This is an optimization exercise on Yosys and OpenROAD, whose aim is small area and a short achievable clock period, not a production implementation.
The RTL was checked by simulation tests, not by an equivalence proof against the original design.
Power and IR drop assume default switching activity.

run 1:
// rcore_iu_top
module rcore_iu_top(
    clk,
    rst_n,
    idu_iu_pipe_sel,
    idu_iu_inst_opcode,
    idu_iu_inst_src0,
    idu_iu_inst_src1,
    idu_iu_inst_src2,
    idu_iu_inst_dstid,
    iu_rb_dstid,
    iu_rb_data_vld,
    iu_rb_data
);
input                       clk;
input                       rst_n;
input           [4  :0]     idu_iu_pipe_sel;
input           [7  :0]     idu_iu_inst_opcode;
input           [63 :0]     idu_iu_inst_src0;
input           [63 :0]     idu_iu_inst_src1;
input           [63 :0]     idu_iu_inst_src2;
input           [7  :0]     idu_iu_inst_dstid;
output          [7  :0]     iu_rb_dstid;
output          [63 :0]     iu_rb_data;
output                      iu_rb_data_vld;
wire            [7  :0]     idu_iu_inst_opcode_w;
wire            [63 :0]     idu_iu_inst_src0_w;
wire            [63 :0]     idu_iu_inst_src1_w;
wire            [63 :0]     idu_iu_inst_src2_w;
wire            [7  :0]     idu_iu_inst_dstid_w;
wire                        idu_iu_pipe_sel_alu;
rcore_iu_alu x_rcore_iu_alu (
  .clk                      (clk),
  .rst_n                    (rst_n),
  .idu_iu_pipe_sel          (idu_iu_pipe_sel_alu),
  .idu_iu_inst_opcode       (idu_iu_inst_opcode_w),
  .idu_iu_inst_src0         (idu_iu_inst_src0_w),
  .idu_iu_inst_src1         (idu_iu_inst_src1_w),
  .idu_iu_inst_src2         (idu_iu_inst_src2_w),
  .idu_iu_inst_dstid        (idu_iu_inst_dstid_w),
  .iu_rb_dstid              (iu_rb_dstid),
  ...
Settings: LEC_CHECK=0, CAP_MARGIN=20, CORE_MARGIN=2, CORE_UTILIZATION=40, SLEW_MARGIN=20; clock period 8.0 ns.
run.sh (not shown) runs the stock make flow with config.mk's settings and CLKGATE_MAP_FILE= SYNTH_SCRIPT=/design/flow/synth_recipe.tcl, a recipe that flattens the netlist after the stock synthesis.
Edits applied to the flow inputs when going from run 1 to run 2:
Settings: setting SETUP_SLACK_MARGIN to 4 for the first time.
## What came out
- The final reports for run 2 and run 1 show minimum setup slack after placement lower in the former.
- Summary: with run 1 as the reference, final net count in run 2 moved up by a few percent.
- met3 wire length of run 2 exceeds that of run 1 by more than half.
- Measured against each other, run 2 and run 1 differ in area of all placed cells without fillers, the lower figure coming from run 1.
- Cmp run 2 and run 1 / total power / lower: run 1
- Average wire length per cell after detail routing ended up about 6% higher on run 2 than on run 1.
- In the flow results for run 2 and run 1, the sequential portion of the cell area is smaller on run 2.
- Worst endpoint data arrival time, run 2 and run 1: smaller value in run 2
Modified inputs, run 3 compared to run 2
Settings: SETUP_SLACK_MARGIN no longer set, was 4.
==> flow/flow/run.sh (new file) <==
#!/bin/bash
# The standard ORFS layout (standard.sh) with these changes:
#  - ports buffered by sky130_fd_sc_hd__buf_1 instead of the delay buffer buffer_ports picks;
#  - extra ORFS settings given on the make command line: ADDER_MAP_FILE= SETUP_SLACK_MARGIN=4.5
set -euo pipefail
export BUFFER_PORTS_ARGS="-buffer_cell sky130_fd_sc_hd__buf_1"
bash standard.sh ADDER_MAP_FILE= SETUP_SLACK_MARGIN=4.5 finish > standard.log 2>&1
==> flow/standard.sh (new file) <==
#!/bin/bash
# synth_recipe.tcl (not shown) runs the flow's synth.tcl, then flattens the netlist and writes it again
# the make line also repeats each setting of config.mk as NAME=value (left out here)
make -C /OpenROAD-flow-scripts/flow DESIGN_CONFIG=/design/flow/config.mk WORK_HOME=/design/flow/orfs CLKGATE_MAP_FILE= SYNTH_SCRIPT=/design/flow/synth_recipe.tcl "${@:-finish}"
removed: flow/run.sh
[summary]
- Going from run 2 to run 3, non-clock buffer instance count of the final layout grew by more than 10%.
- The initial core utilization of run 3 is lower than that of run 2.
- Synthesized cell count went up by more than half going from run 2 to run 3.
- Run 3: PASS, flow complete, no timing, DRC or antenna violations

* * *

rcore_iu_top again, from the RTL that the note above started with.
Settings: LEC_CHECK=0, CAP_MARGIN=20, CORE_MARGIN=2, CORE_UTILIZATION=40, SLEW_MARGIN=20; clock period 8.0 ns.
standard.sh (not shown) runs the stock make flow with config.mk's settings and CLKGATE_MAP_FILE= SYNTH_SCRIPT=/design/flow/synth_recipe.tcl, a recipe that flattens the netlist after the stock synthesis.
==> flow/flow/run.sh <==
#!/bin/bash
# Standard ORFS layout, with the ports buffered by the smallest plain buffer
# instead of the delay buffer buffer_ports picks by default.
set -euo pipefail
export BUFFER_PORTS_ARGS="-buffer_cell sky130_fd_sc_hd__buf_1"
bash standard.sh > standard.log 2>&1
Change:
==> flow/flow/run.sh (replaced) <==
#!/bin/bash
# The standard ORFS layout (standard.sh) with these changes:
#  - ports buffered by sky130_fd_sc_hd__buf_1 instead of the delay buffer buffer_ports picks;
#  - extra ORFS settings given on the make command line: SETUP_SLACK_MARGIN=4.5
set -euo pipefail
export BUFFER_PORTS_ARGS="-buffer_cell sky130_fd_sc_hd__buf_1"
bash standard.sh SETUP_SLACK_MARGIN=4.5 finish > standard.log 2>&1
=>
- The new run completed without violations
- area after synthesis does not change
- non-clock buffer count came out higher by 93
- setup slack gains 930 ps
- routed wire length came out higher by about 16%
- via count came out higher by about 9%
- critical path depth came out higher by 1
- cell count came out higher by 7.7%

separate check: timing with driven ports:
No port has a modelled driver above. Below, the same layouts with a new extraction and two added sets of constraints. Step 1 (the two cells are an assumption about what drives the block):
set clk [get_ports {clk}]
set_driving_cell -lib_cell sky130_fd_sc_hd__clkbuf_16 $clk
set_driving_cell -lib_cell sky130_fd_sc_hd__buf_2 [delete_from_list [all_inputs] $clk]
Step 2 times the ports against the registers' clock, not the clock port: input delays grow and output delays shrink by t, the midpoint of the rising clock arrivals with the driver on. Three values: ideal ports, drivers, drivers and shift; two values: the first two.
| run | t, ns | setup WS [ns] | clock arrival spread, ns | slew at the worst register clock pin (ns) |
|---|---|---|---|---|
| run 1 | 0.379 | 2.223 / 2.236 / 1.858 | 0.014 / 0.015 | 0.07 / 0.07 |
| run 2 | 0.388 | 3.723 / 3.727 / 3.339 | 0.012 / 0.012 | 0.06 / 0.06 |
| run 3 | 0.393 | 3.844 / 3.826 / 3.433 | 0.014 / 0.014 | 0.07 / 0.07 |
| the first run of note 2 | 0.387 | 2.769 / 2.788 / 2.401 | 0.011 / 0.011 | 0.07 / 0.07 |
| the second run of note 2 | 0.383 | 3.701 / 3.692 / 3.309 | 0.013 / 0.013 | 0.06 / 0.06 |
After both steps every run listed still meets setup and hold. The setup slack of run 3, which loses most, moves by -0.018 ns with the drivers and by -0.411 ns with both steps.
